From an optimization exercise on the open Yosys and OpenROAD flow, aimed at small area; shortcuts taken in it are not production practice. RTL that was checked went through simulation tests only; none was proved equivalent to the original. Function not checked in run 5: the RTL went through the layout flow alone. No activity file was given, so power comes from the tool's default toggle rates.

`standard.sh`:
```
#!/bin/bash
# synth_recipe.tcl (not shown) runs the flow's synth.tcl, then flattens the netlist and writes it again
# the make line also repeats each setting of config.mk as NAME=value (left out here)
make -C /OpenROAD-flow-scripts/flow DESIGN_CONFIG=/design/flow/config.mk WORK_HOME=/design/flow/orfs CLKGATE_MAP_FILE= SYNTH_SCRIPT=/design/flow/synth_recipe.tcl "${@:-finish}"
```
`flow/run.sh`:
```
#!/bin/bash
# Standard layout with two changes: the port buffers are the smallest
# buffer, and the clock tree uses larger sink clusters and no dummy loads.
set -euo pipefail
export BUFFER_PORTS_ARGS="-buffer_cell sky130_fd_sc_hd__buf_1"
export CTS_ARGS="-sink_clustering_enable -repair_clock_nets -dont_use_dummy_load -buf_list sky130_fd_sc_hd__clkbuf_16 -sink_clustering_size 30 -sink_clustering_max_diameter 80"
bash standard.sh > standard.log 2>&1
```
`config.mk`:
```
export PLATFORM = sky130hd
export DESIGN_NAME = TOP_BRIDGE
export DESIGN_NICKNAME = TOP_BRIDGE
export VERILOG_FILES = /design/flow/design.v
export SDC_FILE = /design/flow/constraint.sdc
export NUM_CORES = 4
export LEC_CHECK = 0
export CAP_MARGIN = 0
export CORE_MARGIN = 2
export CORE_UTILIZATION = 35
export PLACE_DENSITY = 0.55
export SLEW_MARGIN = 0
```
`constraint.sdc`:
```
create_clock -name core_clock -period 5.0 [get_ports {Hclk}]
set_input_delay 1.0000 -clock core_clock [delete_from_list [all_inputs] [get_ports {Hclk}]]
set_output_delay 1.0000 -clock core_clock [all_outputs]
set_load 0.01 [all_outputs]
```
`design.v`:
```
module AHB_MASTER(
    input             Hclk,
    input             Hresetn,
    input      [1:0]  Htrans,
    input      [31:0] Haddr,
    input      [31:0] Hwdata,
    input      [1:0]  Hburst,
    input             Hwrite, Hsel, Hready,
    input             ph,
    output reg [31:0] Haddr_temp,
    output reg [31:0] Hwdata_temp,
    output reg        valid,
    output reg        valid_n,
    output reg        Hwrite_temp
);
localparam [1:0] IDLE     = 2'b00;
localparam [1:0] BUSY     = 2'b01;
localparam [1:0] ADDRESS  = 2'b10;
localparam [1:0] TRANSFER = 2'b11;
reg [1:0]  present_state, next_state;
reg [1:0]  state_n;
reg [31:0] addr;
reg [31:0] data;
reg [3:0]  count, count_next;
always @(posedge Hclk) begin
    if (!Hresetn)
        addr <= 32'b0;
    else if (present_state[1])
        addr <= Haddr;
end
always @(posedge Hclk) begin
    if (!Hresetn) begin
        present_state <= IDLE;
        state_n       <= ~IDLE;
        count         <= 4'd0;
    end else begin
        present_state <= next_state;
        state_n       <= ~next_state;
        count         <= count_next;
    end
end
wire data_ld   = present_state[1];
wire data_hold = state_n[1];
wire wd_ld     = present_state[1] && (present_state[0] || Hburst == 2'b00);
wire wd_hold   = state_n[1] || (state_n[0] && Hburst != 2'b00);
always @(posedge Hclk) begin
    data        <= ~(({32{data_hold}} | (Hwdata ^ {32{ph}})) & ({32{data_ld}} | data));
    Hwdata_temp <= ~(({32{wd_hold}} | data) & ({32{wd_ld}} | Hwdata_temp));
end
wire active = Hsel && Htrans[1];
wire busy   = Hsel && (Htrans == 2'b01);
always @* begin
    count_next = count;
    case (present_state)
        IDLE:
            if (busy)                 next_state = BUSY;
            else if (active && Hready) next_state = ADDRESS;
            else                      next_state = IDLE;
        BUSY:
            if (Hsel && Htrans == 2'b10 && Hready) next_state = ADDRESS;
            else if (busy || !Hready)              next_state = BUSY;
            else                                   next_state = IDLE;
        ADDRESS:
            if (active && Hready)     next_state = TRANSFER;
            else if (busy || !Hready) next_state = BUSY;
            else                      next_state = IDLE;
        default:  
            if (!Hsel || Htrans == 2'b00)        next_state = IDLE;
            else if (Htrans == 2'b01 || !Hready) next_state = BUSY;
            else if (Hburst == 2'b00)            next_state = ADDRESS;
            else if (Hburst == 2'b01)            next_state = TRANSFER;
            else if (count <= {1'b0, Hburst[0], 2'b11}) begin
                next_state = TRANSFER;
                count_next = count + 1'b1;
            end else begin
                next_state = ADDRESS;
                count_next = 4'd0;
            end
    endcase
end
wire [31:0] limit = Haddr + {28'b0, Hburst[0], ~Hburst[0], 2'b00};
wire        below = Haddr_temp < limit;
always @(posedge Hclk) begin
    case (present_state)
        IDLE: begin
            valid   <= 1'b0;
            valid_n <= 1'b1;
        end
        BUSY: ;
        ADDRESS: begin
            Haddr_temp <= addr;
            if (Hburst == 2'b00)
                Hwrite_temp <= Hwrite;
        end
        default: begin  
            valid       <= 1'b1;
            valid_n     <= 1'b0;
            Hwrite_temp <= Hwrite;
            if (Hburst != 2'b00)
                Haddr_temp <= (Hburst == 2'b01 || below) ? Haddr_temp + 1'b1 : addr;
        end
    endcase
end
endmodule
module APB_SLAVE(
    input             Presetn,
    input             Pclk,
    input      [31:0] addr_temp,
    input      [31:0] data_temp,
    input             popped,
    input      [31:0] Prdata,
    input             transfer,
    input             Pready,
    output reg        Psel,
    output     [31:0] Paddr,
    output     [31:0] Pdata,
    output     [31:0] rdata_temp,
    output reg        Pwrite,
    output reg        Penable
);
localparam [1:0] idle   = 2'b00;
localparam [1:0] setup  = 2'b01;
localparam [1:0] enable = 2'b10;
reg [1:0]  present_state;
reg        rmode;
reg [31:0] a_reg, d_reg;
wire load = (present_state == enable) && transfer && Pready;
always @(posedge Pclk) begin
    if (!Presetn)
        present_state <= idle;
    else case (present_state)
        idle:    present_state <= transfer ? setup : idle;
        setup:   present_state <= enable;
        default: present_state <= !transfer ? idle : Pready ? setup : enable;
    endcase
end
always @(posedge Pclk) begin
    Psel    <= Presetn;
    Penable <= Presetn && (present_state == enable);
    if (!Presetn) begin
        Pwrite <= 1'b0;
        rmode  <= 1'b0;
    end else if (load) begin
        Pwrite <= popped;
        rmode  <= !popped;
    end
    if (!Presetn)
        a_reg <= 32'b0;
    else if (load)
        a_reg <= addr_temp & {32{popped}};
    if (load)
        d_reg <= popped ? data_temp : Prdata;
end
assign Paddr      = a_reg;
assign Pdata      = d_reg & {32{Pwrite}};
assign rdata_temp = d_reg & {32{rmode}};
endmodule
module FIFO_SYNC #(
    parameter WIDTH = 64,
    parameter DEPTH = 16,
    parameter AW    = 4
)(
    input                  clk,
    input                  rst,
    input      [WIDTH-1:0] din,
    input                  wr_en,
    input                  wr_hold,
    input                  rd_en,
    output reg [WIDTH-1:0] dout,
    output                 full,
    output                 empty
);
reg [AW:0] count;
assign empty = (count == 0);
assign full  = count[AW];
wire do_wr   = wr_en && !full;
wire wr_keep = wr_hold || full;
wire do_rd   = rd_en && !empty;
reg  [WIDTH-1:0] mem [0:DEPTH-1];
reg  [WIDTH-1:0] rd_data;
integer k;
always @(posedge clk)
    mem[0] <= ~(({WIDTH{wr_keep}} | din) & ({WIDTH{do_wr}} | mem[0]));
genvar i;
generate
for (i = 1; i < DEPTH; i = i + 1) begin : row
    always @(posedge clk)
        mem[i] <= ~(({WIDTH{wr_keep}} | mem[i-1]) & ({WIDTH{do_wr}} | mem[i]));
end
endgenerate
wire keep = !do_rd;
always @* begin
    rd_data = {WIDTH{keep}} & dout;
    for (k = 0; k < DEPTH; k = k + 1)
        rd_data = rd_data | ({WIDTH{do_rd && count == k + 1}} & mem[k]);
end
always @(posedge clk)
    dout <= ~rd_data;
always @(posedge clk) begin
    if (rst)
        count <= {(AW+1){1'b0}};
    else if (do_wr != do_rd)
        count <= do_wr ? count + 1'b1 : count - 1'b1;
end
endmodule
module FIFO_CONTROL(
    input         Hclk,
    input         Hresetn,
    input  [31:0] Haddr_temp,
    input  [31:0] Hwdata_temp,
    input         valid,
    input         valid_n,
    input         Hwrite_temp,
    input         Pready,
    input         ph,
    output [31:0] data_temp,
    output [31:0] addr_temp,
    output reg    popped,
    output        transfer,
    output        full
);
wire        empty;
wire        rd = transfer && Pready;
wire [63:0] dout;
FIFO_SYNC #(.WIDTH(64)) F (
    .clk(Hclk),
    .rst(!Hresetn),
    .din({Haddr_temp ^ {32{ph}}, Hwdata_temp}),
    .wr_en(valid && Hwrite_temp),
    .wr_hold(valid_n || !Hwrite_temp),
    .rd_en(rd),
    .dout(dout),
    .full(full),
    .empty(empty)
);
assign {addr_temp, data_temp} = dout ^ {64{ph}};
assign transfer = !empty;
always @(posedge Hclk)
    popped <= Hresetn && (popped || rd);
endmodule
module TOP_BRIDGE(
    input         Hclk, Hresetn,
    input  [1:0]  Htrans,
    input  [31:0] Haddr,
    input  [31:0] Hwdata,
    input  [1:0]  Hburst,
    input         Hwrite,
    input         Hsel,
    input         Pready,
    input  [31:0] Prdata,
    output        Psel,
    output [31:0] Paddr,
    output [31:0] Pdata,
    output [31:0] rdata_temp,
    output        Pwrite,
    output        Penable
);
wire [31:0] Haddr_temp, Hwdata_temp, data_temp, addr_temp;
wire        valid, valid_n, Hwrite_temp, popped, transfer, full;
reg ph;
always @(posedge Hclk)
    ph <= Hresetn && !ph;
AHB_MASTER AS (
    .Hclk(Hclk), .Hresetn(Hresetn), .Htrans(Htrans), .Haddr(Haddr),
    .Hwdata(Hwdata), .Hburst(Hburst), .Hwrite(Hwrite), .Hsel(Hsel),
    .Hready(!full), .ph(ph),
    .Haddr_temp(Haddr_temp), .Hwdata_temp(Hwdata_temp), .valid(valid), .valid_n(valid_n),
    .Hwrite_temp(Hwrite_temp)
);
FIFO_CONTROL FC (
    .Hclk(Hclk), .Hresetn(Hresetn), .Haddr_temp(Haddr_temp),
    .Hwdata_temp(Hwdata_temp), .valid(valid), .valid_n(valid_n), .Hwrite_temp(Hwrite_temp),
    .Pready(Pready), .ph(ph),
    .data_temp(data_temp), .addr_temp(addr_temp), .popped(popped),
    .transfer(transfer), .full(full)
);
APB_SLAVE AM (
    .Presetn(Hresetn), .Pclk(Hclk), .addr_temp(addr_temp),
    .data_temp(data_temp), .popped(popped), .Prdata(Prdata),
    .transfer(transfer), .Pready(Pready),
    .Psel(Psel), .Paddr(Paddr), .Pdata(Pdata), .rdata_temp(rdata_temp),
    .Pwrite(Pwrite), .Penable(Penable)
);
endmodule
```
==> results of run 1 <==
cells by family after synthesis:
logic type / after synthesis / synth area share (%)
AO/OA/AOI/OAI: 1747 / 25.2
multiplexers: 64 / 1.66
flip-flops: 1304 / 57.4
adder cells (fa/ha/maj): 47 / 1.28
XOR/XNOR: 191 / 3.59
buffers and inverters: 442 / 3.70
AND/OR/NAND/NOR: 665 / 7.13
Yosys cell counts, types with 34 or more instances:
cell type	n	area share [%]
and2_1	85	1.1
nand4_1	49	0.66
a22oi_1	452	7.3
ha_1	46	1.2
mux2i_1	36	0.77
nor2_1	72	0.58
edfxtp_1	67	4.3
a21boi_0	34	0.55
xor2_1	118	2.2
dfxtp_1	1237	53
xnor2_1	73	1.4
nor2b_1	36	0.48
a21oi_1	51	0.55
buf_1	80	0.64
buf_2	36	0.39
o22ai_1	1089	15
nand3_1	109	1.2
nand2_1	225	1.8
clkbuf_1	298	2.4
how the worst max path moves through the flow:
stage,from,to,slack (ns),cells after the start
4_1_cts,Hburst[0],AS.Haddr_temp[1],0.80,18
6_report,Hburst[0],AS.Haddr_temp[1],0.72,17
2_1_floorplan,Hburst[0],AS.Haddr_temp[10],0.33,16
5_1_grt,Hburst[0],AS.Haddr_temp[21],0.42,18
3_5_place_dp,Hburst[0],AS.Haddr_temp[31],0.08,18
3_3_place_gp,Hburst[0],AS.Haddr_temp[1],0.09,18
metrics by stage:
step           total power [mW]  util [%]
6_report                   32.7      38.3
5_1_grt                    34.6      38.3
4_1_cts                    32.8      38.3
3_5_place_dp               27.7      37.3
3_3_place_gp               27.5      37.3
2_1_floorplan              24.9         -
per-layer routing:
metal / routed length [um] / GRT usage (%) / vias up
met5: 0 / 0 / -
met4: 2250 / 3.88 / 0
met3: 6840 / 1.96 / 134
met2: 63400 / 31.4 / 868
met1: 63900 / 27.4 / 17900
li1: - / - / 17000
power by group:
part | internal [mW] | switching (mW) | leakage [nW] | total, mW
Combinational | 4.12 | 3.56 | 6.55 | 7.68
Sequential | 15.8 | 4.13 | 11.0 | 19.9
Clock | 1.91 | 3.20 | 0.653 | 5.11
Total | 21.8 | 10.9 | 18.2 | 32.7
final cells by class:
class                      count  area share, %
multi-input combinational   2714           36.1
clock buffer                  53           2.63
inverter                      25          0.186
tap                         1755           4.35
antenna                        3         0.0149
sequential                  1304           53.1
timing repair buffer         294           3.68
==> run notes, run 1 <==
* Status: timing/DRC/antenna clean
* Setup_tns at 0 ns
* VDD IR-drop max at 0.000353 V
* GPL Wtd Cong at roughly 0.80
* Post-CTS Hold Fix Bufs at 0
* Period Utilization, post-route at 85.6%
* Tot GR Track Use at 19.2%
* Core area at 132000 um^2
* CP Launch Type: input pin
* Clk root buf: clkbuf_16
* Largest net degree at the start of global routing at 134
* FF+latch area at roughly 27000 um^2
* Routed WL at 136 mm
* HP Class: register to register
* Area occupied by multi-input gates at 18200 um^2
* Setup violations, final at 0
* Post-route ant nets at 0
* RR Endpoint: FC.F.dout[6]
* Worst EP arrival at around 4.7 ns
* Hold Path End: FC.F.mem[13][46]
* Remaining DRCs at 0
* Slowest stage delay, CP at 0.36 ns
* Post-DR vias/cell at 5.84
* Seq cells post-synth at 1304
* Flop2flop setup slack at about 1.9 ns
* MaxCap Viol Count at 0
* Pleak at ~18 nW
* Fin nets at 4544
* Die area at 136000 um^2
* Buf/Inv on CP at 4
* I/O Buffers at 203
* Max FFs per register at 1024
* Clk Latency, worst-skew pair at ~0.71 ns
* CTS resizes at 0
* Worst-case clock buffer depth at 3
* PD cells at 648 nW/um^2
* Synth unique cells at 57
* Fin crit period at 4.28 ns
* WHS at 0.334 ns
* Hpwl dp at 81.0 mm
* Final Slew Violations at 0
* Crit path max-delay family: simple AND/OR/NAND/NOR gates
* Tightest Pin Transition at 1.16 ns
* Slew headroom at 22.5%
* Setup WS post-layout at 0.718 ns
* CTS tree: built
* Vias post-DR at 35900
* Layout area overhead at 8.24%
* Reg2reg start: FC.F.count[0]
* Hold Path Depth at 1
* Htree depth at 2
* Die X at between 300 and 400 um
* Finished Cell Area at 50500 um^2
* Clk sinks at between 1000 and 1500
* Reg2Reg Depth at 9
* GRT overflow at 0
* IO Pins at 204
* Net Count, Synth at between 4000 and 5000
* Hold Vio Cnt, Final at 0
* Synth Warn # at 6
* # rows at 133
* Filler cell count in the final layout at 13200
* Min-delay src: FC.F.mem[12][46]
* CP max-delay cell: mux2_2
* Post-place setup slack at 0.0838 ns
* Initial antenna violation count at 2
* Cell area after synthesis at 46600 um^2
* Post-synth EDFFs at 67
* Die Y at 369 um
* Commonest non-fill, non-tap cells in the layout: dfxtp_1 (1234), o22ai_1 (1089), a22oi_1 (452)
* Top FF cell, synth: dfxtp_1
* Clock skew at ~0.14 ns
* Post-synthesis sequential area ratio at 57.4%
* Crit Path Category: input pin to register
* Starting Density at 35.4%
* Commonest non-fill, non-tap cell in the layout: dfxtp_1
* Dpl cells at roughly 6000
* Cells after Synth at between 4000 and 5000
* Avg Cell Area, Syn at 10.5 um^2
* First-pass GRT wire length at 208 mm
* Reg clk slew, reported paths at roughly 0.11 ns
* Vias in the first global route at 34100
* RSZ-0062 raised after global routing: no
* Crit-path max FO at 32
* Asr flop ratio synth at 0%
* First-pass DRT Iterations at 6
* Layout cell share with drive strength beyond 1 at 4.69%
* Avg WL per Cell at about 22 um
* Buffer count from post-CTS setup fixing at 0
* Dpl cell area at 49100 um^2
* Largest regs: FC.F.mem (1024), FC.F.dout (64)
* Critical Path RT at around 5.4 ns
* Fmax at 0.234 GHz
* Biggest register: FC.F.mem
* Cts bufs inserted at 53
* Post-route insts no fill at ~6100
* Initial DRC Count at 3259
* CP Capture Type: register
* Worst path cell trace: buf_1 -> buf_4 -> ha_1 -> a21oi_1 -> nor3_1 -> nand2_1 -> nor2_1 -> buf_4 -> nand3_1 -> xor2_1 -> ha_1 -> and3_1 -> a221oi_1 -> o21ai_0 -> a2111oi_4 -> buf_12 -> mux2_2
==> run 2: changes to the inputs <==
--- a/config.mk
+++ b/config.mk
@@ -6,7 +6,7 @@
 export NUM_CORES = 4
 export LEC_CHECK = 0
 export CAP_MARGIN = 0
-export CORE_MARGIN = 2
-export CORE_UTILIZATION = 35
-export PLACE_DENSITY = 0.55
+export CORE_AREA = 2.3 2.72 373.98 372.64
+export DIE_AREA = 0 0 376.425 376.425
+export PLACE_DENSITY = 0.6
 export SLEW_MARGIN = 0
==> run notes, run 2 <==
* Post-DR vias/cell at 5.80 (-0.66%)
* CP Capture Type: register
* Post-CTS Hold Fix Bufs at 0 (unchanged)
* Setup_tns at 0 ns (unchanged)
* Clk root buf: clkbuf_16
* Max FFs per register at 1024 (unchanged)
* MaxCap Viol Count at 0 (unchanged)
* Slew headroom at 13.7% (-8.8 points)
* Worst path cell trace: buf_1 -> inv_1 -> ha_1 -> inv_1 -> fa_1 -> nor3_1 -> nand2_1 -> nor2_1 -> buf_4 -> nand2_1 -> xor2_1 -> ha_1 -> and3_1 -> a221oi_1 -> o21ai_0 -> a2111oi_4 -> buf_12 -> mux2_2
* Crit path max-delay family: compound AO/OA/AOI/OAI gates
* Dpl cells at 6123 (+0.51%)
* Asr flop ratio synth at 0% (unchanged)
* Synth area leader: dfxtp_1
* Initial antenna violation count at 2 (unchanged)
* Final Slew Violations at 0 (unchanged)
* Vias post-DR at 35800 (-0.19%)
* Fin crit period at 4.32 ns (+0.0329 ns)
* Period Utilization, post-route at 86.3% (+0.66 points)
* Slowest stage delay, CP at 0.39 ns (+0.03 ns)
* Commonest non-fill, non-tap cells in the layout: dfxtp_1 (1234), o22ai_1 (1089), a22oi_1 (452)
* Die Y at 376 um (+2.0%)
* Starting Density at 33.9% (-1.5 points)
* FF+latch area at 26800 um^2 (unchanged)
* Synth unique cells at 57 (unchanged)
* Buf/Inv on CP at 5 (+1)
* Filler cell count in the final layout at 13700 (+3.7%)
* RSZ-0062 raised after global routing: no
* Post-route insts no fill at 6177 (+0.47%)
* Cell-internal power at 21.8 mW (-0.13%)
* Cell area after synthesis at 46600 um^2 (unchanged)
* Pleak at 18.2 nW (-0.35%)
* First-pass DRT Iterations at 5 (-1)
* Post-place setup slack at -0.00642 ns (-0.0902 ns)
* Fmax at 0.232 GHz (-0.76%)
* CTS tree: built
* IO Pins at 204 (unchanged)
* Layout area overhead at 8.02%
* Clock share of power at 15.6% (about the same)
* Layout cell share with drive strength beyond 1 at 4.52% (-0.17 points)
* Avg Cell Area, Syn at 10.5 um^2 (unchanged)
* Die area at 142000 um^2 (+4.1%)
* GRT overflow at 0 (unchanged)
* Reg clk slew, reported paths at 0.11 ns (about the same)
* Net Count, Synth at 4612 (unchanged)
* Setup violations, final at 0 (unchanged)
* Net Sw Frac at 33.2% (-0.12 points)
* Core area at 137000 um^2 (+4.3%)
* Reg power frac at 61.1% (+0.2 points)
* First-pass GRT wire length at 201 mm (-3.5%)
* Avg WL per Cell at 21.0 um (-5.1%)
* Top FF cell, synth: dfxtp_1
* PD cells at 647 nW/um^2 (-0.10%)
* Initial DRC Count at 3328 (+2.1%)
* CTS resizes at 0 (unchanged)
* Remaining DRCs at 0 (unchanged)
* Most common cell in the netlist: dfxtp_1
* Critical Path RT at 5.40 ns (about the same)
* Largest regs: FC.F.mem (1024), FC.F.dout (64)
* Post-synthesis sequential area ratio at 57.4% (unchanged)
* Hpwl dp at 77.3 mm (-4.6%)
* Area contributors post-synth: dfxtp_1 (53%), o22ai_1 (15%), a22oi_1 (7.3%)
* Post-synth EDFFs at 67 (unchanged)
* Clk sinks at 1304 (unchanged)
* Comb power frac at 23.4% (about the same)
* Post-route ant nets at 0 (unchanged)
* VDD IR-drop max at 0.000352 V (-0.42%)
* WHS at 0.412 ns (+0.0777 ns)
* Fin nets at 4536 (-0.18%)
* Share of the synthesized area in the top cell type at 53.1% (unchanged)
* Post-Route Utilization at 36.6% (-1.7 points)
* Worst EP arrival at 4.72 ns (+0.04 ns)
* Routed WL at 130 mm (-4.7%)
* Hold Vio Cnt, Final at 0 (unchanged)
* Die X at 376 um (+2.0%)
* Setup WS post-layout at 0.685 ns (-0.0329 ns)
* Clk Latency, worst-skew pair at 0.71 ns (about the same)
* Seq cells post-synth at 1304 (unchanged)
* HP Class: register to register
* Area occupied by multi-input gates at 18200 um^2 (about the same)
* CP max-delay cell: fa_1
* Cells after Synth at 4460 (unchanged)
* I/O Buffers at 203 (unchanged)
* Commonest non-fill, non-tap cell in the layout: dfxtp_1
* Cts bufs inserted at 53 (unchanged)
* Tot GR Track Use at 17.5% (-1.7 points)
* Tightest Pin Transition at 1.29 ns (+0.134 ns)
* Status: timing/DRC/antenna clean
* Commonest cells post-synth: dfxtp_1 (1237), o22ai_1 (1089), a22oi_1 (452), clkbuf_1 (298), nand2_1 (225)
* Net Sw Power at 10.8 mW (-0.66%)
* Biggest register: FC.F.mem
* CP Launch Type: input pin
* Crit Path Category: input pin to register
* # rows at 136 (+2.3%)
* GPL Wtd Cong at 0.809 (+1.0%)
* Largest net degree at the start of global routing at 224 (+67%)
* Htree depth at 2 (unchanged)
* Vias in the first global route at 33900 (-0.60%)
* Synth Warn # at 6 (unchanged)
* Worst-case clock buffer depth at 3 (unchanged)
* Buffer count from post-CTS setup fixing at 0 (unchanged)
* Clock skew at 0.0730 ns (-0.0718 ns)
* Crit-path max FO at 32 (unchanged)
-- run 2: final timing paths --
check	startpoint	to	slack [ns]	cells past startpoint
setup / recovery	Hburst[0]	AS.Haddr_temp[31]	0.68	18
hold / removal	FC.F.mem[10][62]	FC.F.mem[11][62]	0.41	1
setup reg to reg	FC.F.count[4]	FC.F.mem[8][61]	1.85	5
hold reg to reg	FC.F.mem[10][62]	FC.F.mem[11][62]	0.41	1
-- run 2: cell families (layout without fill, tap and decap cells) --
group	count (synthesis)	in the layout	synth area share [%]
xor+xnor	191	191	3.59
other cells	0	1	0
buf+inv	442	364	3.70
compound gates	1747	1747	25.2
flops	1304	1304	57.4
fa+ha+maj	47	47	1.28
simple gates	665	665	7.13
mux	64	64	1.66
-- run 2: stage by stage --
stage	total power [mW]	cell area, um^2
after CTS	32.6	50400
after detailed placement	27.6	49000
after global placement	27.3	49000
after global routing	34.5	50400
after floorplan	24.9	46600
final	32.6	50400
-- run 2: layout make-up --
class	instances	area share, %
sequential	1304	53.2
inverter	25	0.186
clock buffer	53	2.63
timing repair buffer	286	3.40
antenna	1	0.00497
multi-input combinational	2714	36.1
tap	1794	4.46
-- run 2: per-layer routing --
| layer | vias to the layer above | global-route usage (%) | routed length (um) |
|---|---|---|---|
| met5 | - | 0 | 26 |
| met4 | 4 | 3.25 | 2020 |
| met3 | 131 | 2.14 | 7410 |
| met2 | 954 | 28.0 | 59100 |
| met1 | 17700 | 25.4 | 61400 |
| li1 | 17000 | - | - |
-- run 2: power by group through the flow --
stage          clock, mW  sequential (mW)  combinational [mW]
4_1_cts             5.19             19.8                7.57
2_1_floorplan          0             18.7                6.20
3_5_place_dp           0             20.1                7.56
5_1_grt             5.55             20.6                8.39
3_3_place_gp           0             20.0                7.30
6_report            5.07             19.9                7.62
-- run 2: worst reg2reg max path, cell delays in order, from the launching register on --
cell	delay, ns
dfxtp_1	0.51
inv_1	0.23
nand3_4	0.58
buf_12	0.51
buf_4	0.85
o22ai_1	0.27
==> run 3: changes to the inputs <==
==> flow/run.sh (replaced) <==
#!/bin/bash
# Standard layout with two changes: the port buffers are the smallest
# buffer, and the clock tree uses larger sink clusters (up to 25 flip-flops
# per leaf buffer) and no dummy loads.
set -euo pipefail
export BUFFER_PORTS_ARGS="-buffer_cell sky130_fd_sc_hd__buf_1"
export CTS_ARGS="-sink_clustering_enable -repair_clock_nets -dont_use_dummy_load -buf_list sky130_fd_sc_hd__clkbuf_16 -sink_clustering_size 25 -sink_clustering_max_diameter 100"
bash standard.sh > standard.log 2>&1
==> run notes, run 3 <==
* Status: timing/DRC/antenna clean
* First-pass DRT Iterations at 6 (+1)
* GRT overflow at 0 (unchanged)
* Largest net degree at the start of global routing at 224 (unchanged)
* Worst EP arrival at 4.71 ns (about the same)
* Vias in the first global route at 34100 (+0.58%)
* Most common cell in the netlist: dfxtp_1
* Vias post-DR at 35800 (+0.087%)
* RSZ-0062 raised after global routing: no
* Cells after Synth at 4460 (unchanged)
* PD cells at 649 nW/um^2 (+0.35%)
* # rows at 136 (unchanged)
* VDD IR-drop max at 0.000356 V (+1.2%)
* GPL Wtd Cong at 0.809 (unchanged)
* Tot Pwr at 32.8 mW (+0.60%)
* Core area at 137000 um^2 (unchanged)
* Layout area overhead at 8.29%
* Area contributors post-synth: dfxtp_1 (53%), o22ai_1 (15%), a22oi_1 (7.3%)
* Reg clk slew, reported paths at 0.10 ns (about the same)
* Tightest Pin Transition at 1.28 ns (-0.0178 ns)
* MaxCap Viol Count at 0 (unchanged)
* Synth unique cells at 57 (unchanged)
* Share of the synthesized area in the top cell type at 53.1% (unchanged)
* Final Slew Violations at 0 (unchanged)
* Commonest cells post-synth: dfxtp_1 (1237), o22ai_1 (1089), a22oi_1 (452), clkbuf_1 (298), nand2_1 (225)
* Seq cells post-synth at 1304 (unchanged)
* Avg Cell Area, Syn at 10.5 um^2 (unchanged)
* Die X at 376 um (unchanged)
* Fmax at 0.234 GHz (+1.0%)
* RR Endpoint: FC.F.mem[2][3]
* Net Count, Synth at 4612 (unchanged)
* Period Utilization, post-route at 85.4% (-0.86 points)
* CP Launch Type: input pin
* CP startpoint: Hburst[0]
* Crit-path max FO at 32 (unchanged)
* Die area at 142000 um^2 (unchanged)
* Setup violations, final at 0 (unchanged)
* Top FF cell, synth: dfxtp_1
* Buffer count from post-CTS setup fixing at 0 (unchanged)
* Tot GR Track Use at 17.6% (+0.047 points)
* Max FFs per register at 1024 (unchanged)
* Reg2Reg Depth at 5 (unchanged)
* Setup WS post-layout at 0.728 ns (+0.0431 ns)
* IO Pins at 204 (unchanged)
* Clk Latency, worst-skew pair at 0.74 ns (+0.03 ns)
* Remaining DRCs at 0 (unchanged)
* Hold Vio Cnt, Final at 0 (unchanged)
* Critical Path RT at 5.43 ns (+0.03 ns)
* First-pass GRT wire length at 201 mm (+0.26%)
* Commonest non-fill, non-tap cell in the layout: dfxtp_1
* Htree depth at 2 (unchanged)
* Layout cell share with drive strength beyond 1 at 4.63% (+0.11 points)
* Synth area leader: dfxtp_1
* Reg2reg start: FC.F.count[4]
* Post-Route Utilization at 36.7% (+0.091 points)
* Post-synthesis sequential area ratio at 57.4% (unchanged)
* Pleak at 18.2 nW (+0.34%)
* Commonest non-fill, non-tap cells in the layout: dfxtp_1 (1234), o22ai_1 (1089), a22oi_1 (452)
* I/O Buffers at 203 (unchanged)
* Post-route ant nets at 0 (unchanged)
* Post-DR vias/cell at 5.80 (about the same)
* Asr flop ratio synth at 0% (unchanged)
* CTS resizes at 0 (unchanged)
* Slew headroom at 14.9% (+1.2 points)
* Clk sinks at 1304 (unchanged)
* Starting Density at 33.9% (unchanged)
* Largest regs: FC.F.mem (1024), FC.F.dout (64)
* Biggest register: FC.F.mem
* CTS tree: built
* Fin crit period at 4.27 ns (-0.0431 ns)
* Hpwl dp at 77.3 mm (unchanged)
* Clock skew at 0.102 ns (+0.0285 ns)
* Avg WL per Cell at 21.0 um (-0.14%)
* Crit Path Category: input pin to register
* Post-place setup slack at -0.00642 ns (unchanged)
* Critical Path Sink: AS.Haddr_temp[31]
* Die Y at 376 um (unchanged)
* Initial antenna violation count at 1 (-1)
* CP Capture Type: register
* Post-CTS Hold Fix Bufs at 0 (unchanged)
* Flop2flop setup slack at 1.91 ns (+0.06 ns)
* Fin nets at 4541 (+0.11%)
* Post-synth EDFFs at 67 (unchanged)
* Clk root buf: clkbuf_16
* Synth Warn # at 6 (unchanged)
* Cts bufs inserted at 58 (+9.4%)
* Cell area after synthesis at 46600 um^2 (unchanged)
* Dpl cells at 6123 (unchanged)
* Initial DRC Count at 3147 (-5.4%)
* Post-route insts no fill at 6182 (+0.081%)
* Worst-case clock buffer depth at 3 (unchanged)
* Routed WL at 130 mm (about the same)
* HP Class: register to register
## run 3: area by class of cell
| cell class | count | area [um^2] |
|---|---|---|
| inverter | 25 | 93.8 |
| fill | 13700 | 87000 |
| clock buffer | 58 | 1450 |
| antenna | 1 | 2.50 |
| timing repair buffer | 286 | 1710 |
| sequential | 1304 | 26800 |
| tap | 1794 | 2240 |
| multi-input combinational | 2714 | 18200 |
## run 3: worst max-delay path, cell delays in order
cell and delay (ns):
buf_1 0.09, inv_1 0.08, ha_1 0.16, inv_1 0.05, fa_1 0.39, nor3_1 0.32
nand2_1 0.13, nor2_1 0.12, buf_4 0.16, nand2_1 0.06, xor2_1 0.15, ha_1 0.29
and3_1 0.18, a221oi_1 0.28, o21ai_0 0.25, a2111oi_4 0.31, buf_12 0.30, mux2_2 0.37
## run 3: power breakdown
part	total, mW	internal, mW	leakage (nW)	switching (mW)
clock	5.27	2.07	0.715	3.20
combinational	7.61	4.08	6.49	3.53
sequential	19.9	15.8	11.0	4.12
total	32.8	21.9	18.2	10.8
## run 3: per-layer routing
layer / part of all wire, % / up-vias / track usage [%]
met5: 0.0092 / - / 0
li1: - / 17000 / -
met2: 46 / 960 / 28.0
met4: 1.8 / 2 / 3.85
met1: 47 / 17700 / 25.4
met3: 5.5 / 151 / 2.10
## run 3: kinds of logic after synthesis
| group | synth area share (%) |
|---|---|
| compound gates | 25.2 |
| flops | 57.4 |
| simple gates | 7.13 |
| buf+inv | 3.70 |
| xor+xnor | 3.59 |
| mux | 1.66 |
| fa+ha+maj | 1.28 |
## run 3: how the worst min path moves through the flow
stage | from | endpoint | slack [ns] | cells past startpoint
floorplan | AS.data[0] | AS.Hwdata_temp[0] | 0.41 | 1
global placement | AS.Hwdata_temp[11] | FC.F.mem[0][11] | 0.42 | 1
detailed placement | AS.Hwdata_temp[28] | FC.F.mem[0][28] | 0.43 | 1
CTS | FC.F.mem[2][60] | FC.F.mem[3][60] | 0.39 | 1
global route | FC.F.mem[14][34] | FC.F.mem[15][34] | 0.41 | 1
finish | FC.F.mem[14][34] | FC.F.mem[15][34] | 0.40 | 1
## run 3: per-stage QoR
| step | hold WS, ns | TNS [ns] | cell area, um^2 |
|---|---|---|---|
| 5_1_grt | 0.409 | 0 | 50500 |
| 6_report | 0.401 | 0 | 50500 |
| 3_3_place_gp | 0.418 | 0 | 49000 |
| 4_1_cts | 0.393 | 0 | 50500 |
| 2_1_floorplan | 0.412 | 0 | 46600 |
| 3_5_place_dp | 0.426 | -0.00642 | 49000 |
==> run 4: changes to the inputs <==
==> flow/run.sh (replaced) <==
#!/bin/bash
# The standard layout (standard.sh) with three changes:
# - synthesis is the standard flow's own script, except that Yosys's abc maps the
#   combinational logic with flow/area.abc, an area-oriented ABC script
#   (delay-relaxed &nf mapping); flip-flop mapping is unchanged, so the
#   registers are the standard synthesis's;
# - the port buffers are the smallest buffer;
# - the clock tree uses larger sink clusters (up to 25 flip-flops per leaf
#   buffer) and no dummy loads.
# Each tool's output goes to its log under orfs/logs; make's output goes to
# standard.log.
set -euo pipefail
W=$PWD
{
  echo "proc abc {args} {"
  echo "  set i [lsearch -exact \$args -script]"
  echo "  if {\$i >= 0} { lset args [expr {\$i + 1}] $W/flow/area.abc }"
  echo "  yosys abc {*}\$args"
  echo "}"
  cat synth_recipe.tcl
} > flow_synth.tcl
sed "s#SYNTH_SCRIPT=[^ ]*#SYNTH_SCRIPT=$W/flow_synth.tcl#" standard.sh > flow_standard.sh
grep -q "SYNTH_SCRIPT=$W/flow_synth.tcl" flow_standard.sh
export BUFFER_PORTS_ARGS="-buffer_cell sky130_fd_sc_hd__buf_1"
export CTS_ARGS="-sink_clustering_enable -repair_clock_nets -dont_use_dummy_load -buf_list sky130_fd_sc_hd__clkbuf_16 -sink_clustering_size 25 -sink_clustering_max_diameter 100"
bash flow_standard.sh > standard.log 2>&1
==> flow/area.abc (new file) <==
&get -n
&st
&dch
&nf -R 1000 -p
&st
&dch
&nf -R 1000 -p
&put
topo
stime -c
==> run notes, run 4 <==
* Cell area after synthesis at 43800 um^2 (-6.0%)
* Synth Warn # at 6 (unchanged)
* HP Class: register to register
* Tot GR Track Use at 18.2% (+0.59 points)
* Largest net degree at the start of global routing at 199 (-11%)
* Net Count, Synth at 4040 (-12%)
* CP Capture Type: register
* Top FF cell, synth: dfxtp_1
* Synth unique cells at 42 (-26%)
* Period Utilization, post-route at 102% (+17 points)
* Slowest stage delay, CP at 0.36 ns (-0.03 ns)
* Initial DRC Count at 4181 (+33%)
* First-pass DRT Iterations at 9 (+3)
* Core area at 137000 um^2 (unchanged)
* Violated checks: setup timing
* Crit Path Category: input pin to register
* Biggest register: FC.F.mem
* Die X at 376 um (unchanged)
* Most common cell in the netlist: dfxtp_1
* Fmax at 0.195 GHz (-17%)
* Avg Cell Area, Syn at 11.3 um^2 (+7.8%)
* CP max-delay cell: or3_4
* First-pass GRT wire length at 204 mm (+1.3%)
* Dpl cells at 6002 (-2.0%)
* Vias in the first global route at 33100 (-2.8%)
* Min-delay src: AS.Hwdata_temp[29]
* Reg clk slew, reported paths at 0.09 ns (about the same)
* Routed WL at 135 mm (+4.3%)
* Post-synth EDFFs at 67 (unchanged)
* Vias post-DR at 35800 (-0.047%)
* Synth area leader: dfxtp_1
* Setup violations, final at 28 (+28)
* VDD IR-drop max at 0.000353 V (-0.93%)
* Filler cell count in the final layout at 13800 (+0.56%)
* Post-route ant nets at 0 (unchanged)
* Slew headroom at 24.9% (+10 points)
* Asr flop ratio synth at 0% (unchanged)
* Cts bufs inserted at 61 (+5.2%)
* GRT overflow at 0 (unchanged)
* Remaining DRCs at 0 (unchanged)
* Clk sinks at 1304 (unchanged)
* Commonest cells post-synth: dfxtp_1 (1237), o22ai_1 (1089), a222oi_1 (207), nand2_1 (150), a21oi_1 (117)
* Layout cell share with drive strength beyond 1 at 6.44% (+1.8 points)
* Share of the synthesized area in the top cell type at 56.5% (+3.4 points)
* Fin crit period at 5.12 ns (+0.851 ns)
* Fin nets at 4439 (-2.2%)
* Post-DR vias/cell at 5.89 (+1.6%)
* Critical Path RT at 5.43 ns (about the same)
* Tot Pwr at 32.4 mW (-1.0%)
* Clk root buf: clkbuf_16
* Crit path max-delay family: simple AND/OR/NAND/NOR gates
* Die Y at 376 um (unchanged)
* Hold Vio Cnt, Final at 0 (unchanged)
* Final Slew Violations at 0 (unchanged)
* Largest regs: FC.F.mem (1024), FC.F.dout (64)
* Max FFs per register at 1024 (unchanged)
* RSZ-0062 raised after global routing: yes
* Post-route insts no fill at 6080 (-1.6%)
* Reg2reg start: AS.Haddr_temp[0]
* CTS tree: built
* # rows at 136 (unchanged)
* Cells after Synth at 3888 (-13%)
* Hpwl dp at 78.4 mm (+1.4%)
* Hold Path Depth at 1 (unchanged)
* Buf/Inv on CP at 10 (+5)
* Starting Density at 31.9% (-2.0 points)
* RR Endpoint: AS.Haddr_temp[30]
* Htree depth at 2 (unchanged)
* Commonest non-fill, non-tap cells in the layout: dfxtp_1 (1230), o22ai_1 (1089), a222oi_1 (207)
* Commonest non-fill, non-tap cell in the layout: dfxtp_1
* CP Launch Type: input pin
* Post-synthesis sequential area ratio at 61.1% (+3.7 points)
* Worst-case clock buffer depth at 3 (unchanged)
* Most used cell, CP: buf_4
* Initial antenna violation count at 3 (+2)
* Die area at 142000 um^2 (unchanged)
* Layout area overhead at 14.6%
* Hold Path End: FC.F.mem[0][29]
* PD cells at 646 nW/um^2 (-0.47%)
* Tightest Pin Transition at 1.12 ns (-0.154 ns)
* Crit-path max FO at 15 (-53%)
* Clk Latency, worst-skew pair at 0.74 ns (about the same)
* Status: failed layout checks
* Worst EP arrival at 5.55 ns (+0.84 ns)
* Setup WS post-layout at -0.123 ns (-0.851 ns)
* Flop2flop setup slack at 1.27 ns (-0.64 ns)
* MaxCap Viol Count at 0 (unchanged)
* Post-CTS Hold Fix Bufs at 0 (unchanged)
* IO Pins at 204 (unchanged)
* Clock skew at 0.0948 ns (-0.00681 ns)
* I/O Buffers at 203 (unchanged)
* GPL Wtd Cong at 0.803 (-0.74%)
* Avg WL per Cell at 22.3 um (+6.1%)
* Area contributors post-synth: dfxtp_1 (57%), o22ai_1 (16%), a222oi_1 (4.7%)
* Reg2Reg Depth at 12 (+7)
* Seq cells post-synth at 1304 (unchanged)
* Pleak at 17.8 nW (-2.3%)
[run 4: worst max path at each step]
stage / start / to / slack, ns / cells after the start
after floorplan: AS.valid_n / FC.F.mem[0][0] / -15.90 / 2
after global placement: Haddr[2] / AS.Haddr_temp[4] / -1.17 / 27
after detailed placement: Hburst[0] / AS.Haddr_temp[4] / -1.29 / 28
after CTS: Hburst[0] / AS.Haddr_temp[20] / -0.11 / 29
after global routing: Hburst[0] / AS.Haddr_temp[23] / -0.33 / 30
final: Hburst[0] / AS.Haddr_temp[30] / -0.12 / 30
[run 4: cells by family (layout without fill, tap and decap cells)]
kind of cell / Yosys count / after routing / share of synthesized area [%]
multiplexers: 1 / 1 / 0.0257
adder cells (fa/ha/maj): 47 / 47 / 1.36
AND/OR/NAND/NOR: 568 / 569 / 6.38
AO/OA/AOI/OAI: 1744 / 1744 / 27.2
buffers and inverters: 48 / 444 / 0.411
flip-flops: 1304 / 1304 / 61.1
XOR/XNOR: 176 / 176 / 3.52
other: 0 / 1 / 0
[run 4: metal layers]
metal  vias up  routed length (um)  track usage [%]
met5         -                   0                0
met4         0                2420             3.76
met3       128                9110             2.35
met2      1165               62200             29.3
met1     17700               61700             25.9
li1      16800                   -                -
[run 4: stage by stage]
stage	utilization, %	setup WS [ns]	instance area (um^2)	hold WS (ns)	setup TNS, ns
final	36.5	-0.123	50200	0.365	-2.17
after global routing	36.5	-0.328	50200	0.399	-8.86
after CTS	36.5	-0.110	50200	0.372	-1.94
after detailed placement	35.1	-1.29	48300	0.423	-39.01
after global placement	35.1	-1.17	48300	0.418	-35.86
after floorplan	-	-15.90	43800	0.404	-
[run 4: what timing repair did]
item	CTS	global route
cloned	3	0
pin swaps	15	5
endpoints found under the setup margin	32	32
resized for setup	68	14
setup buffers	13	0
hold endpoints to repair	0	0
[run 4: final cells by class]
| type | count | area (um^2) | share of cell area (%) |
|---|---|---|---|
| multi-input combinational | 2537 | 17200 | 34.3 |
| tap | 1794 | 2240 | 4.47 |
| antenna | 1 | 2.50 | 0.00499 |
| clock buffer | 61 | 1530 | 3.04 |
| inverter | 48 | 195 | 0.389 |
| sequential | 1304 | 26800 | 53.4 |
| timing repair buffer | 335 | 2200 | 4.39 |
[run 4: power breakdown]
part / switching, mW / internal (mW) / total (mW)
logic: 3.29 / 4.00 / 7.29
registers: 4.03 / 15.7 / 19.7
clock network: 3.25 / 2.17 / 5.42
total: 10.6 / 21.9 / 32.4
==> run 5: changes to the inputs <==
--- a/design.v
+++ b/design.v
@@ -78,8 +78,62 @@
             end
     endcase
 end
-wire [31:0] limit = Haddr + {28'b0, Hburst[0], ~Hburst[0], 2'b00};
-wire        below = Haddr_temp < limit;
+wire [31:0] x = Haddr_temp ^ Haddr;
+wire [31:4] run;
+genvar b;
+generate
+for (b = 4; b < 32; b = b + 1) begin : runbit
+    assign run[b] = ~(x[b] ^ (x[b-1] & Haddr[b-1]));
+end
+endgenerate
+wire run_hi = &run;
+wire next8  = x[3] && run_hi;
+wire next4  = x[2] && !(x[3] ^ (x[2] & Haddr[2])) && run_hi;
+wire [31:0] g0, e0;
+generate
+for (b = 0; b < 32; b = b + 1) begin : leaf
+    if (b < 3) begin : pad
+        assign g0[b] = 1'b0;
+        assign e0[b] = 1'b1;
+    end else begin : cmp
+        assign g0[b] = Haddr_temp[b] & ~Haddr[b];
+        assign e0[b] = ~x[b];
+    end
+end
+endgenerate
+wire [15:0] g1, e1;
+wire [7:0]  g2, e2;
+wire [3:0]  g3, e3;
+wire [1:0]  g4, e4;
+generate
+for (b = 0; b < 16; b = b + 1) begin : l1
+    assign g1[b] = g0[2*b+1] | (e0[2*b+1] & g0[2*b]);
+    assign e1[b] = e0[2*b+1] & e0[2*b];
+end
+for (b = 0; b < 8; b = b + 1) begin : l2
+    assign g2[b] = g1[2*b+1] | (e1[2*b+1] & g1[2*b]);
+    assign e2[b] = e1[2*b+1] & e1[2*b];
+end
+for (b = 0; b < 4; b = b + 1) begin : l3
+    assign g3[b] = g2[2*b+1] | (e2[2*b+1] & g2[2*b]);
+    assign e3[b] = e2[2*b+1] & e2[2*b];
+end
+for (b = 0; b < 2; b = b + 1) begin : l4
+    assign g4[b] = g3[2*b+1] | (e3[2*b+1] & g3[2*b]);
+    assign e4[b] = e3[2*b+1] & e3[2*b];
+end
+endgenerate
+wire gt_hi = g4[1] | (e4[1] & g4[0]);
+wire eq_hi = e4[1] & e4[0];
+wire all1_8 = &Haddr[31:3];
+wire all1_4 = all1_8 && Haddr[2];
+wire le_8   = !gt_hi;
+wire le_4   = !gt_hi && (!eq_hi || !Haddr_temp[2] || Haddr[2]);
+wire lo_8   = Haddr_temp[2:0] < Haddr[2:0];
+wire lo_4   = Haddr_temp[1:0] < Haddr[1:0];
+wire below8 = (le_8 && !all1_8) || (next8 && lo_8);
+wire below4 = (le_4 && !all1_4) || (next4 && lo_4);
+wire below  = Hburst[0] ? below8 : below4;
 always @(posedge Hclk) begin
     case (present_state)
         IDLE: begin
==> flow/area.abc (replaced) <==
strash
dch
amap
&get -n
&st
&dch
&nf -R 1000 -p
&put
topo
stime -c
==> run notes, run 5 <==
* Met2 Use GR at 28.2% (-1.1 points)
* Tot Pwr at 32.9 mW (+1.3%)
* Die X at 376 um (unchanged)
* Tightest Pin Transition at 1.17 ns (+0.0495 ns)
* Commonest non-fill, non-tap cells in the layout: dfxtp_1 (1231), o22ai_1 (1088), nand2_1 (234)
* Crit Path Category: input pin to register
* Max FFs per register at 1024 (unchanged)
* Hold Vio Cnt, Final at 0 (unchanged)
* IO Pins at 204 (unchanged)
* Largest regs: FC.F.mem (1024), FC.F.dout (64)
* Commonest cells post-synth: dfxtp_1 (1237), o22ai_1 (1088), nand2_1 (235), a222oi_1 (190), a21oi_1 (129)
* Vias post-DR at 35500 (-1.0%)
* CP max-delay cell: a2111oi_0
* GPL Wtd Cong at 0.835 (+4.0%)
* CTS resizes at 0 (-100%)
* Crit path max-delay family: compound AO/OA/AOI/OAI gates
* GRT overflow at 0 (unchanged)
* Avg Cell Area, Syn at 11.1 um^2 (-1.5%)
* Cell area after synthesis at 44100 um^2 (+0.63%)
* Die Y at 376 um (unchanged)
* Fin crit period at 4.01 ns (-1.11 ns)
* FF+latch area at 26800 um^2 (about the same)
* RR Endpoint: AS.Haddr_temp[24]
* Slew headroom at 21.6% (-3.3 points)
* Post-synthesis sequential area ratio at 60.7% (-0.38 points)
* First-pass GRT wire length at 197 mm (-3.1%)
* Synth area leader: dfxtp_1
* Net Count, Synth at 4152 (+2.8%)
* VDD IR-drop max at 0.000422 V (+20%)
* Cells after Synth at 3974 (+2.2%)
* Status: timing/DRC/antenna clean
* Flop2flop setup slack at 1.09 ns (-0.18 ns)
* Critical Path RT at 5.48 ns (+0.05 ns)
* Critical Path Sink: AS.Haddr_temp[24]
* Reg2Reg Depth at 12 (unchanged)
* Post-DR vias/cell at 5.80 (-1.5%)
* Core area at 137000 um^2 (unchanged)
* Area occupied by multi-input gates at 17200 um^2 (-0.25%)
* Pleak at 17.3 nW (-2.8%)
* Final Slew Violations at 0 (unchanged)
* GRT met1 Usage at 24.6% (-1.3 points)
* # rows at 136 (unchanged)
* Setup WS post-layout at 0.989 ns (+1.11 ns)
* Clk root buf: clkbuf_16
* Top FF cell, synth: dfxtp_1
* Avg WL per Cell at 21.2 um (-5.1%)
* Initial DRC Count at 3890 (-7.0%)
* Post-Route Utilization at 36.2% (-0.35 points)
* Hpwl dp at 76.4 mm (-2.6%)
* Post-route ant nets at 0 (unchanged)
* Clock skew at 0.126 ns (+0.0317 ns)
* Synth Warn # at 6 (unchanged)
* Reg clk slew, reported paths at 0.09 ns (about the same)
* M3 GR Usage at 2.11% (-0.25 points)
* CTS tree: built
* Reg2reg start: AS.Haddr_temp[20]
* Clk Latency, worst-skew pair at 0.76 ns (+0.02 ns)
* Seq cells post-synth at 1304 (unchanged)
* Crit-path max FO at 20 (+5)
* Remaining DRCs at 0 (unchanged)
* CP Launch Type: input pin
* Routed WL at 129 mm (-4.6%)
* Asr flop ratio synth at 0% (unchanged)
* Post-place setup slack at 0.294 ns (+1.58 ns)
* Layout cell share with drive strength beyond 1 at 3.87% (-2.6 points)
* CP Capture Type: register
* Share of the synthesized area in the top cell type at 56.2% (-0.36 points)
* PD cells at 661 nW/um^2 (+2.3%)
* I/O Buffers at 203 (unchanged)
* Period Utilization, post-route at 80.2% (-22 points)
* MaxCap Viol Count at 0 (unchanged)
* Initial antenna violation count at 2 (-1)
* Fmax at 0.249 GHz (+28%)
* CP startpoint: Haddr[25]
* Largest net degree at the start of global routing at 245 (+23%)
* Area contributors post-synth: dfxtp_1 (56%), o22ai_1 (15%), edfxtp_1 (4.6%)
* Layout area overhead at 12.7%
* Fin nets at 4494 (+1.2%)
* CP Depth at 14 (-53%)
* Commonest non-fill, non-tap cell in the layout: dfxtp_1
* Htree depth at 2 (unchanged)
* Most used cell, CP: buf_4
* HP Class: register to register
* Biggest register: FC.F.mem
* Cts bufs inserted at 60 (-1.6%)
* Tot GR Track Use at 17.5% (-0.69 points)
* Buf/Inv on CP at 4 (-6)
* Worst EP arrival at 4.49 ns (-1.06 ns)
* Clk sinks at 1304 (unchanged)
* Synth unique cells at 48 (+14%)
* Die area at 142000 um^2 (unchanged)
* Vias in the first global route at 33000 (-0.47%)
* Worst path cell trace: buf_1 -> clkinv_1 -> ha_1 -> xor2_1 -> o21ai_0 -> a2111oi_0 -> buf_4 -> nand4_1 -> nor4_1 -> nand2_1 -> a41oi_1 -> o21ai_4 -> buf_4 -> o31ai_1
* Filler cell count in the final layout at 13800 (-0.15%)
* RSZ-0062 raised after global routing: no
* Setup violations, final at 0 (-100%)
* Post-synth EDFFs at 67 (unchanged)
* First-pass DRT Iterations at 7 (-2)
* Worst-case clock buffer depth at 3 (unchanged)
* Post-CTS Hold Fix Bufs at 0 (unchanged)
* Starting Density at 32.1% (+0.20 points)
* Slowest stage delay, CP at 0.59 ns (+0.23 ns)
* Most common cell in the netlist: dfxtp_1
* Buffer count from post-CTS setup fixing at 0 (-13)
* Setup_tns at 0 ns (+2.17 ns)
* GRT busiest layer: met2
## run 5: changes by cell type after synthesis, moves of 17 or more
cell,change
nand4_1,+63
nand3_1,-62
ha_1,+27
a221oi_1,+29
clkinv_1,+26
nor2b_1,-30
a211oi_1,-57
nand2_1,+85
a21boi_0,+32
xor2_1,-31
a22o_1,-40
o21ai_0,+54
a222oi_1,-17
## run 5: through the flow
| stage | std cells | cell area [um^2] | hold slack [ns] |
|---|---|---|---|
| 2_1_floorplan | 3974 | 44100 | 0.412 |
| 3_3_place_gp | 6048 | 48200 | 0.417 |
| 3_5_place_dp | 6048 | 48200 | 0.422 |
| 4_1_cts | 6108 | 49700 | 0.365 |
| 5_1_grt | 6109 | 49700 | 0.386 |
| 6_report | 6110 | 49700 | 0.369 |
## run 5: how the worst min path moves through the flow
stage                             from                 to  slack, ns  depth (start not counted)
global route           FC.F.mem[2][58]    FC.F.mem[3][58]       0.39                          1
global placement    AS.Hwdata_temp[17]    FC.F.mem[0][17]       0.42                          1
floorplan                   AS.data[0]  AS.Hwdata_temp[0]       0.41                          1
CTS                    FC.F.mem[9][63]   FC.F.mem[10][63]       0.36                          1
finish                 FC.F.mem[9][63]   FC.F.mem[10][63]       0.37                          1
detailed placement   AS.Hwdata_temp[3]     FC.F.mem[0][3]       0.42                          1
## run 5: kinds of logic (layout without fill, tap and decap cells)
group	after synthesis	after routing	share of synthesized area, %
AOI/OAI and AO/OA	1767	1767	26.9
xor gates and xnor gates	146	146	2.90
adders and majority gates	73	73	2.07
buffers and inverters	74	414	0.630
DFF	1304	1304	60.7
muxes	3	3	0.0738
other	0	2	0
and+or+nand+nor	607	607	6.67
## run 5: cell type report
type	instances	share of cell area, %
diodes	2	0.0101
clock buffers	60	3.02
inverters	74	0.559
multi-input cells	2596	34.6
flip-flops and latches	1304	53.9
well taps	1794	4.52
repair buffers	280	3.43
## run 5: report_power, final
group          internal, mW  leakage, nW  total [mW]  switching, mW
Sequential             15.8         11.0        19.7           3.97
Combinational          4.24         5.54        7.79           3.56
Clock                  2.14        0.739        5.34           3.20
## run 5: metal layers
layer,wire [um],up-vias
li1,-,17000
met1,59300,17400
met2,59400,956
met3,7380,147
met4,3090,0
met5,0,-
==> run 6: changes to the inputs <==
--- a/design.v
+++ b/design.v
@@ -6,7 +6,6 @@
     input      [31:0] Hwdata,
     input      [1:0]  Hburst,
     input             Hwrite, Hsel, Hready,
-    input             ph,
     output reg [31:0] Haddr_temp,
     output reg [31:0] Hwdata_temp,
     output reg        valid,
@@ -18,7 +17,6 @@
 localparam [1:0] ADDRESS  = 2'b10;
 localparam [1:0] TRANSFER = 2'b11;
 reg [1:0]  present_state, next_state;
-reg [1:0]  state_n;
 reg [31:0] addr;
 reg [31:0] data;
 reg [3:0]  count, count_next;
@@ -31,22 +29,15 @@
 always @(posedge Hclk) begin
     if (!Hresetn) begin
         present_state <= IDLE;
-        state_n       <= ~IDLE;
         count         <= 4'd0;
     end else begin
         present_state <= next_state;
-        state_n       <= ~next_state;
         count         <= count_next;
     end
 end
-wire data_ld   = present_state[1];
-wire data_hold = state_n[1];
-wire wd_ld     = present_state[1] && (present_state[0] || Hburst == 2'b00);
-wire wd_hold   = state_n[1] || (state_n[0] && Hburst != 2'b00);
-always @(posedge Hclk) begin
-    data        <= ~(({32{data_hold}} | (Hwdata ^ {32{ph}})) & ({32{data_ld}} | data));
-    Hwdata_temp <= ~(({32{wd_hold}} | data) & ({32{wd_ld}} | Hwdata_temp));
-end
+always @(posedge Hclk)
+    if (present_state[1])
+        data <= Hwdata;
 wire active = Hsel && Htrans[1];
 wire busy   = Hsel && (Htrans == 2'b01);
 always @* begin
@@ -143,12 +134,15 @@
         BUSY: ;
         ADDRESS: begin
             Haddr_temp <= addr;
-            if (Hburst == 2'b00)
+            if (Hburst == 2'b00) begin
+                Hwdata_temp <= data;
                 Hwrite_temp <= Hwrite;
+            end
         end
         default: begin  
             valid       <= 1'b1;
             valid_n     <= 1'b0;
+            Hwdata_temp <= data;
             Hwrite_temp <= Hwrite;
             if (Hburst != 2'b00)
                 Haddr_temp <= (Hburst == 2'b01 || below) ? Haddr_temp + 1'b1 : addr;
@@ -279,7 +273,7 @@
 FIFO_SYNC #(.WIDTH(64)) F (
     .clk(Hclk),
     .rst(!Hresetn),
-    .din({Haddr_temp ^ {32{ph}}, Hwdata_temp}),
+    .din({Haddr_temp, Hwdata_temp} ^ {64{ph}}),
     .wr_en(valid && Hwrite_temp),
     .wr_hold(valid_n || !Hwrite_temp),
     .rd_en(rd),
@@ -317,7 +311,7 @@
 AHB_MASTER AS (
     .Hclk(Hclk), .Hresetn(Hresetn), .Htrans(Htrans), .Haddr(Haddr),
     .Hwdata(Hwdata), .Hburst(Hburst), .Hwrite(Hwrite), .Hsel(Hsel),
-    .Hready(!full), .ph(ph),
+    .Hready(!full),
     .Haddr_temp(Haddr_temp), .Hwdata_temp(Hwdata_temp), .valid(valid), .valid_n(valid_n),
     .Hwrite_temp(Hwrite_temp)
 );
--- a/config.mk
+++ b/config.mk
@@ -8,5 +8,5 @@
 export CAP_MARGIN = 0
 export CORE_AREA = 2.3 2.72 373.98 372.64
 export DIE_AREA = 0 0 376.425 376.425
-export PLACE_DENSITY = 0.6
+export PLACE_DENSITY = 0.88
 export SLEW_MARGIN = 0
==> run notes, run 6 <==
* Clk sinks at 1302 (-0.15%)
* Biggest register: FC.F.mem
* Hold Vio Cnt, Final at 0 (unchanged)
* Critical Path RT at 5.40 ns (-0.08 ns)
* Fin nets at 4404 (-2.0%)
* Commonest non-fill, non-tap cells in the layout: dfxtp_1 (1166), o22ai_1 (1024), a222oi_1 (253)
* Clock skew at 0.105 ns (-0.0213 ns)
* Synth Area in Simple Gates at 6.76% (+0.082 points)
* Die Y at 376 um (unchanged)
* CTS tree: built
* Seq cells post-synth at 1302 (-0.15%)
* Avg Cell Area, Syn at 11.4 um^2 (+2.5%)
* Cells after Synth at 3890 (-2.1%)
* Reg clk slew, reported paths at 0.10 ns (about the same)
* Mux cell area share after synthesis at 0.175% (+0.10 points)
* Core area at 137000 um^2 (unchanged)
* Largest regs: FC.F.mem (1024), FC.F.dout (64)
* Max FFs per register at 1024 (unchanged)
* Synth unique cells at 44 (-8.3%)
* Final Slew Violations at 0 (unchanged)
* CP Capture Type: register
* Slew headroom at 21.8% (+0.20 points)
* First-pass DRT Iterations at 8 (+1)
* Cts bufs inserted at 59 (-1.7%)
* First-pass GRT wire length at 194 mm (-1.6%)
* VDD IR-drop max at 0.000351 V (-17%)
* GRT overflow at 0 (unchanged)
* Post-CTS Hold Fix Bufs at 0 (unchanged)
* Crit Path Category: input pin to register
* Commonest cells post-synth: dfxtp_1 (1171), o22ai_1 (1024), a222oi_1 (253), nand2_1 (203), edfxtp_1 (131)
* Vias post-DR at 36100 (+1.9%)
* Largest family of logic cells by synthesized area: compound AO/OA/AOI/OAI gates
* Adder-cell share of the synthesized area at 2.06% (-0.0078 points)
* Setup violations, final at 0 (unchanged)
* Htree depth at 2 (unchanged)
* Post-route ant nets at 0 (unchanged)
* Routed WL at 128 mm (-1.2%)
* Fmax at 0.241 GHz (-3.2%)
* Remaining DRCs at 0 (unchanged)
* Period Utilization, post-route at 82.9% (+2.6 points)
* Area contributors post-synth: dfxtp_1 (53%), o22ai_1 (14%), edfxtp_1 (8.9%)
* Vias in the first global route at 33900 (+3.0%)
* WHS at 0.377 ns (+0.00784 ns)
* Setup WS post-layout at 0.857 ns (-0.132 ns)
* # rows at 136 (unchanged)
* Status: timing/DRC/antenna clean
* Pleak at 17.2 nW (-0.40%)
* Filler cell count in the final layout at 13300 (-3.8%)
* Share of the synthesized area in the top cell type at 53.0% (-3.2 points)
* Clk Latency, worst-skew pair at 0.70 ns (-0.06 ns)
* Initial DRC Count at 5323 (+37%)
* Hpwl dp at 78.2 mm (+2.4%)
* RSZ-0062 raised after global routing: no
* Post-DR vias/cell at 6.00 (+3.4%)
* Layout cell share with drive strength beyond 1 at 3.81% (-0.060 points)
* Net Count, Synth at 4068 (-2.0%)
* Tot Pwr at 32.6 mW (-0.93%)
* Hold Path Depth at 0 (-1)
* Tot GR Track Use at 17.0% (-0.49 points)
* IO Pins at 204 (unchanged)
* Cell area after synthesis at 44300 um^2 (+0.38%)
* I/O Buffers at 203 (unchanged)
* Die X at 376 um (unchanged)
* Starting Density at 32.2% (+0.12 points)
* Post-synth EDFFs at 131 (+96%)
* Fin crit period at 4.14 ns (+0.132 ns)
* Avg WL per Cell at 21.2 um (+0.28%)
* Asr flop ratio synth at 0% (unchanged)
* Synth area leader: dfxtp_1
* Most common cell in the netlist: dfxtp_1
* Worst-case clock buffer depth at 3 (unchanged)
* Reg2Reg Depth at 14 (+2)
* Setup_tns at 0 ns (unchanged)
* Commonest non-fill, non-tap cell in the layout: dfxtp_1
* CTS resizes at 0 (unchanged)
* PD cells at 655 nW/um^2 (-0.94%)
* GPL Wtd Cong at 0.892 (+6.8%)
* Largest net degree at the start of global routing at 231 (-5.7%)
* Initial antenna violation count at 9 (+7)
* Buffer count from post-CTS setup fixing at 0 (unchanged)
* Top FF cell, synth: dfxtp_1
* Synth Area in XOR/XNOR at 2.75% (-0.15 points)
* Die area at 142000 um^2 (unchanged)
* CP Launch Type: input pin
* Post-place setup slack at 0.287 ns (-0.00714 ns)
* HP Class: register to register
* Layout area overhead at 12.3%
* Clk root buf: clkbuf_16
* Tightest Pin Transition at 1.17 ns (-0.00294 ns)
* MaxCap Viol Count at 0 (unchanged)
* Post-synthesis sequential area ratio at 61.8% (+1.1 points)
* Crit-path max FO at 17 (-15%)
* Synth Area in Compound Gates at 25.8% (-1.1 points)
* Synth Warn # at 6 (unchanged)
* Worst EP arrival at 4.54 ns (+0.05 ns)
==> run 6: critical path, cell delays in order <==
cell and delay (ns):
buf_1 0.17, clkinv_1 0.12, ha_1 0.35, a221oi_1 0.29, o221ai_1 0.18, a2111oi_0 0.33
nand4_1 0.17, nor4_1 0.24, nand4_1 0.15, or4_1 0.42, nand3_1 0.09, a21oi_1 0.05
or3_1 0.41, buf_4 0.23, mux2_1 0.33
==> run 6: layout make-up <==
type                    count  area (um^2)  area share [%]
inverters                  71          272           0.546
repair buffers            275         1580            3.18
multi-input cells        2517        16800            33.7
well taps                1794         2240            4.51
clock buffers              59         1480            2.97
flip-flops and latches   1302        27400            55.1
diodes                      1         2.50         0.00503
==> run 6: final timing paths <==
path                                         from                end  slack (ns)
worst min-delay path                   AS.data[0]  AS.Hwdata_temp[0]        0.38
worst min register to register         AS.data[0]  AS.Hwdata_temp[0]        0.38
worst max register to register  AS.Haddr_temp[10]  AS.Haddr_temp[11]        0.92
worst max-delay path                    Haddr[11]  AS.Haddr_temp[11]        0.86
==> run 6: metal layers <==
metal	track usage [%]	up-vias	routed length (um)
met5	0	-	11
met4	6.09	2	4290
met3	3.24	298	12900
met1	23.2	17300	53000
li1	-	16700	-
met2	26.8	1873	57500
==> run 6: per-stage QoR <==
stage	instance area [um^2]	cells	utilization, %
2_1_floorplan	44300	3890	-
3_3_place_gp	48200	5959	35.1
3_5_place_dp	48200	5959	35.1
4_1_cts	49700	6018	36.2
5_1_grt	49700	6018	36.2
6_report	49700	6019	36.2
==> run 6: cell families after synthesis <==
family | Yosys count
simple gates | 619
buf+inv | 71
xor+xnor | 139
compound gates | 1679
fa+ha+maj | 73
mux | 7
flops | 1302
==> run 6: where the power goes <==
part	switching [mW]	leakage, nW	internal (mW)
clock network	3.13	0.727	2.10
registers	4.11	11.1	15.6
logic	3.60	5.46	3.98
total	10.8	17.2	21.7
==> run 7: changes to the inputs <==
--- a/config.mk
+++ b/config.mk
@@ -8,5 +8,5 @@
 export CAP_MARGIN = 0
 export CORE_AREA = 2.3 2.72 373.98 372.64
 export DIE_AREA = 0 0 376.425 376.425
-export PLACE_DENSITY = 0.88
+export PLACE_DENSITY = 0.6
 export SLEW_MARGIN = 0
==> run notes, run 7 <==
* First-pass DRT Iterations at 7 (-1)
* Crit-path max FO at 45 (+28)
* Synth unique cells at 44 (unchanged)
* Period Utilization, post-route at 83.1% (+0.24 points)
* Post-CTS Hold Fix Bufs at 0 (unchanged)
* GPL Wtd Cong at 0.849 (-4.8%)
* Biggest register: FC.F.mem
* Worst-case clock buffer depth at 3 (unchanged)
* First-pass GRT wire length at 198 mm (+2.1%)
* Most common cell in the netlist: dfxtp_1
* Clk root buf: clkbuf_16
* Layout area overhead at 13.2%
* Slew headroom at 22.9% (+1.1 points)
* Hold Path End: AS.Hwdata_temp[11]
* Fmax at 0.241 GHz (-0.29%)
* Buffer count from post-CTS setup fixing at 0 (unchanged)
* Final Slew Violations at 0 (unchanged)
* Filler cell count in the final layout at 13700 (+3.3%)
* Worst EP arrival at 4.56 ns (+0.02 ns)
* Initial DRC Count at 4189 (-21%)
* # rows at 136 (unchanged)
* CP Capture Type: register
* Net Count, Synth at 4068 (unchanged)
* Routed WL at 131 mm (+2.3%)
* WHS at 0.360 ns (-0.0165 ns)
* Post-synthesis sequential area ratio at 61.8% (unchanged)
* Crit Path Category: input pin to register
* Crit path max-delay family: simple AND/OR/NAND/NOR gates
* Synth area leader: dfxtp_1
* I/O Buffers at 203 (unchanged)
* Clk sinks at 1302 (unchanged)
* Hold Path Depth at 0 (unchanged)
* Critical Path RT at 5.40 ns (about the same)
* Clk Latency, worst-skew pair at 0.72 ns (+0.02 ns)
* Cts bufs inserted at 61 (+3.4%)
* Layout cell share with drive strength beyond 1 at 4.40% (+0.59 points)
* Largest regs: FC.F.mem (1024), FC.F.dout (64)
* Vias post-DR at 35400 (-2.1%)
* Avg Cell Area, Syn at 11.4 um^2 (unchanged)
* Share of the synthesized area in the top cell type at 53.0% (unchanged)
* Status: timing/DRC/antenna clean
* Reg2reg start: AS.Haddr_temp[10]
* Remaining DRCs at 0 (unchanged)
* RR Endpoint: AS.Haddr_temp[1]
* CP max-delay cell: or4_1
* Max FFs per register at 1024 (unchanged)
* Initial antenna violation count at 12 (+3)
* Commonest non-fill, non-tap cell in the layout: dfxtp_1
* Area occupied by multi-input gates at 16800 um^2 (about the same)
-- run 7: cell count changes in the layout (fill, tap and decap cells not counted), sizes merged --
cell    change
diode       -1
buf        +24
clkbuf      +1
-- run 7: per-layer routing --
metal / GRT usage [%] / part of all wire [%] / vias to the layer above
li1: - / - / 16700
met1: 25.7 / 47 / 17300
met2: 27.3 / 44 / 1193
met3: 2.61 / 7.1 / 151
met4: 3.46 / 1.9 / 4
met5: 0 / 0.018 / -
-- run 7: worst max path at each step --
| stage | end | slack [ns] |
|---|---|---|
| after floorplan | FC.F.mem[0][0] | -15.90 |
| after global placement | AS.Haddr_temp[3] | 0.31 |
| after detailed placement | AS.Haddr_temp[5] | 0.22 |
| after CTS | AS.Haddr_temp[1] | 0.92 |
| after global routing | AS.Haddr_temp[1] | 0.62 |
| final | AS.Haddr_temp[1] | 0.84 |
-- run 7: layout make-up --
type                       instances  area share, %
clock buffer                      61           3.05
inverter                          71          0.542
multi-input combinational       2517           33.4
sequential                      1302           54.6
tap                             1794           4.48
timing repair buffer             298           3.84
-- run 7: metrics by stage --
step	area, um^2	instances	power (mW)
detailed placement	48600	5982	27.2
global route	50100	6043	34.4
floorplan	44300	3890	25.4
global placement	48600	5982	26.8
finish	50100	6043	32.5
CTS	50100	6043	32.5
-- run 7: where the power goes --
| part | internal (mW) | leakage (nW) | total [mW] | switching, mW |
|---|---|---|---|---|
| logic | 4.04 | 5.64 | 7.57 | 3.53 |
| clock network | 2.17 | 0.752 | 5.39 | 3.22 |
| registers | 15.6 | 11.1 | 19.5 | 3.87 |
| total | 21.8 | 17.5 | 32.5 | 10.6 |
-- run 7: cell families (layout without fill, tap and decap cells) --
logic type	after synthesis	count (layout)	share of synthesized area, %
xor+xnor	139	139	2.75
mux	7	7	0.175
fa+ha+maj	73	73	2.06
compound gates	1679	1679	25.8
simple gates	619	619	6.76
flops	1302	1302	61.8
buf+inv	71	430	0.602

what the ideal ports hide:
In the flow no input, the clock included, has a driving cell. The finished layouts below were timed again as built, in two steps.
Step 1, drivers: a clkbuf_16 drives Hclk and a buf_2 each remaining input, both assumed.
Step 2 times the ports against the registers' clock, not the clock port: input delays grow and output delays shrink by t, the midpoint of the rising clock arrivals with the driver on.
Three values: no drivers, after step 1, after step 2; two values: the first two.
run | t (ns) | slack for setup (ns)
run 1 | 0.717 | 0.718 / 0.718 / 0.002
run 2 | 0.721 | 0.685 / 0.733 / 0.013
run 3 | 0.758 | 0.728 / 0.778 / 0.020
run 4 | 0.750 | -0.123 / -0.164 / -0.914
run 5 | 0.763 | 0.989 / 0.878 / 0.114
run 6 | 0.731 | 0.857 / 0.785 / 0.054
run 7 | 0.732 | 0.845 / 0.777 / 0.045
